Background: an optimization exercise with open tools, aiming at small area and a short achievable clock period. Do not read the settings as production practice.
In this exercise RTL edits were held to simulation tests only and were not proved equivalent to the original.

## indigo
// fir_bandstop
module fir_bandstop ( clk, in, out );
input  wire clk;
input  wire [15:0]in;
output wire [57:0]out;
wire [33:0] y;
wire ys;
wire [23:0] sg;
fir fir_bs_inst(
	.clk(clk),
	.in(in),
	.y(y),
	.ys(ys)
	);
genvar i;
generate
	for (i=0; i<24; i=i+1) begin: sign
		fir_sreg r ( .clk(clk), .d(ys), .q(sg[i]) );
	end
endgenerate
assign out = {sg, y};
endmodule
clock: 12.0 ns
lec_check: 0
cap_margin: 20
core_margin: 2
core_utilization: 50
cts_cluster_diameter: 60
cts_cluster_size: 30
slew_margin: 20
synth_hierarchical: 1
synth_minimum_keep_size: 0
run.sh (not shown) runs the stock make flow with config.mk's settings and CLKGATE_MAP_FILE= SYNTH_SCRIPT=/design/flow/synth_recipe.tcl, a recipe that flattens the netlist after the stock synthesis.
#### Input delta (pepper over indigo)
==> flow/flow/run.sh (new file) <==
#!/bin/bash
set -euo pipefail
export BUFFER_PORTS_ARGS="-buffer_cell sky130_fd_sc_hd__buf_2"
export SETUP_SLACK_MARGIN=8.45
export CTS_ARGS="-sink_clustering_enable -repair_clock_nets -sink_clustering_size 30 -sink_clustering_max_diameter 60 -dont_use_dummy_load"
bash standard.sh > standard.log 2>&1
==> flow/standard.sh (new file) <==
#!/bin/bash
# synth_recipe.tcl (not shown) runs the flow's synth.tcl, then flattens the netlist and writes it again
# the make line also repeats each setting of config.mk as NAME=value (left out here)
make -C /OpenROAD-flow-scripts/flow DESIGN_CONFIG=/design/flow/config.mk WORK_HOME=/design/flow/orfs CLKGATE_MAP_FILE= SYNTH_SCRIPT=/design/flow/synth_recipe.tcl "${@:-finish}"
removed: flow/run.sh
==> run summary <==
Delta (pepper minus indigo): number of antenna violations at the first check in global routing increased 6; ratio of routed vias to standard cells rose about 0.36%; total of cells resized after clock tree synthesis climbed 153; basic-gate share of the synthesized area counting and, or, nand and nor cells stayed essentially flat.
On half-perimeter wire length after placement, indigo tracks pepper almost exactly.
pepper vs indigo on slew at the pin closest to its max-slew limit: pepper is the lower one.
Setup changes, pepper to zinc
Settings: CTS_CLUSTER_SIZE changed from 30 to 40; CTS_CLUSTER_DIAMETER changed from 60 to 45.
==> flow/flow/run.sh <==
#!/bin/bash
set -euo pipefail
export BUFFER_PORTS_ARGS="-buffer_cell sky130_fd_sc_hd__buf_2"
export SETUP_SLACK_MARGIN=8.45
bash standard.sh > standard.log 2>&1
## What came out
- For pepper, the end point of the critical path was fir_bs_inst.q2_1773, unlike zinc, where it was out[54].
- Between zinc and pepper, the relative area of clock buffers and inverters in the final design is lower for pepper.
- Taking pepper as the reference, in zinc first-pass detailed-route iteration total decreased by 3 relative to the old numbers; post-layout worst setup margin has decreased; async set or reset register ratio after synthesis closely matched the old numbers; synthesis-to-finish area growth increased by 3.4 points relative to the old numbers; mean routed wirelength per cell now sits lower.
- Count of flip-flops and latches: zinc vs pepper, no meaningful difference
- Compared with pepper, zinc shows a lower fraction of area in multi-input gates.
- STATUS clock period minus worst slack: zinc loses against pepper
[inputs] ember vs zinc
Settings: changing CTS_CLUSTER_DIAMETER from 45 to 60; changing CTS_CLUSTER_SIZE from 40 to 30.
-- flow/flow/run.sh --
<<< zinc, line 4
export SETUP_SLACK_MARGIN=8.45
bash standard.sh > standard.log 2>&1
>>> ember, line 4
export SETUP_SLACK_MARGIN=8.45
export CTS_ARGS="-sink_clustering_enable -repair_clock_nets -sink_clustering_size 20 -sink_clustering_max_diameter 50 -root_buf sky130_fd_sc_hd__clkbuf_16 -sink_clustering_buffer sky130_fd_sc_hd__clkbuf_8 -dont_use_dummy_load"
bash standard.sh > standard.log 2>&1
[summary]
Compared with zinc, number of clock buffers in the layout in ember decreased by more than 10%. Against zinc, ember comes in 1.3 points higher on sequential share of layout area.
For maple, these inputs were changed with respect to ember:
==> flow/flow/run.sh <==
#!/bin/bash
# The standard layout (the standard.sh: ORFS synthesis to final layout), with one change:
# the buffers that ORFS puts on every input and output port are sky130_fd_sc_hd__buf_2
# instead of the delay cell that buffer_ports picks by default.
set -euo pipefail
export BUFFER_PORTS_ARGS="-buffer_cell sky130_fd_sc_hd__buf_2"
export SETUP_SLACK_MARGIN=8.3
bash standard.sh > standard.log 2>&1
==> run summary <==
Overall overflow remaining after global route across ember and maple: no real change. Reported for ember and maple, number of cells on the worst hold path turned out identical to the last digit. Wire: maple routes less than ember. Maximum fanout encountered on the critical timing path up 2 in maple wrt ember. Diff ember -> maple: count of clock-buffer cells in the layout now smaller; largest clock skew in the final design fell by 44 ps; pin count of the biggest net entering global routing shows an increase of about 24%; share of the core filled with cells increased 1.4 points. On via count: maple sits above ember.

port drivers added, routing unchanged:
No port has a modelled driver above. Below, the same layouts with a new extraction and two added sets of constraints. Step 1 assumes that a clkbuf_16 drives the clock port and a buf_2 every other input. Step 2 also shifts input and output timing later by t, the mid clock arrival at the registers, as if the neighbouring blocks saw the same clock. Three values: ideal, step 1, step 2; two values: the first two.
run | t, ns | setup WS [ns] | pins driven straight from the clock port
indigo | 0.772 | 8.007 / 7.928 / 8.102 | 1
pepper | 0.731 | 8.454 / 8.388 / 8.454 | 1
zinc | 0.782 | 8.439 / 8.361 / 8.446 | 1
ember | 0.718 | 8.471 / 8.398 / 8.471 | 1
maple | 0.774 | 8.299 / 8.299 / 8.299 | 1
After both steps every run listed still meets setup and hold.
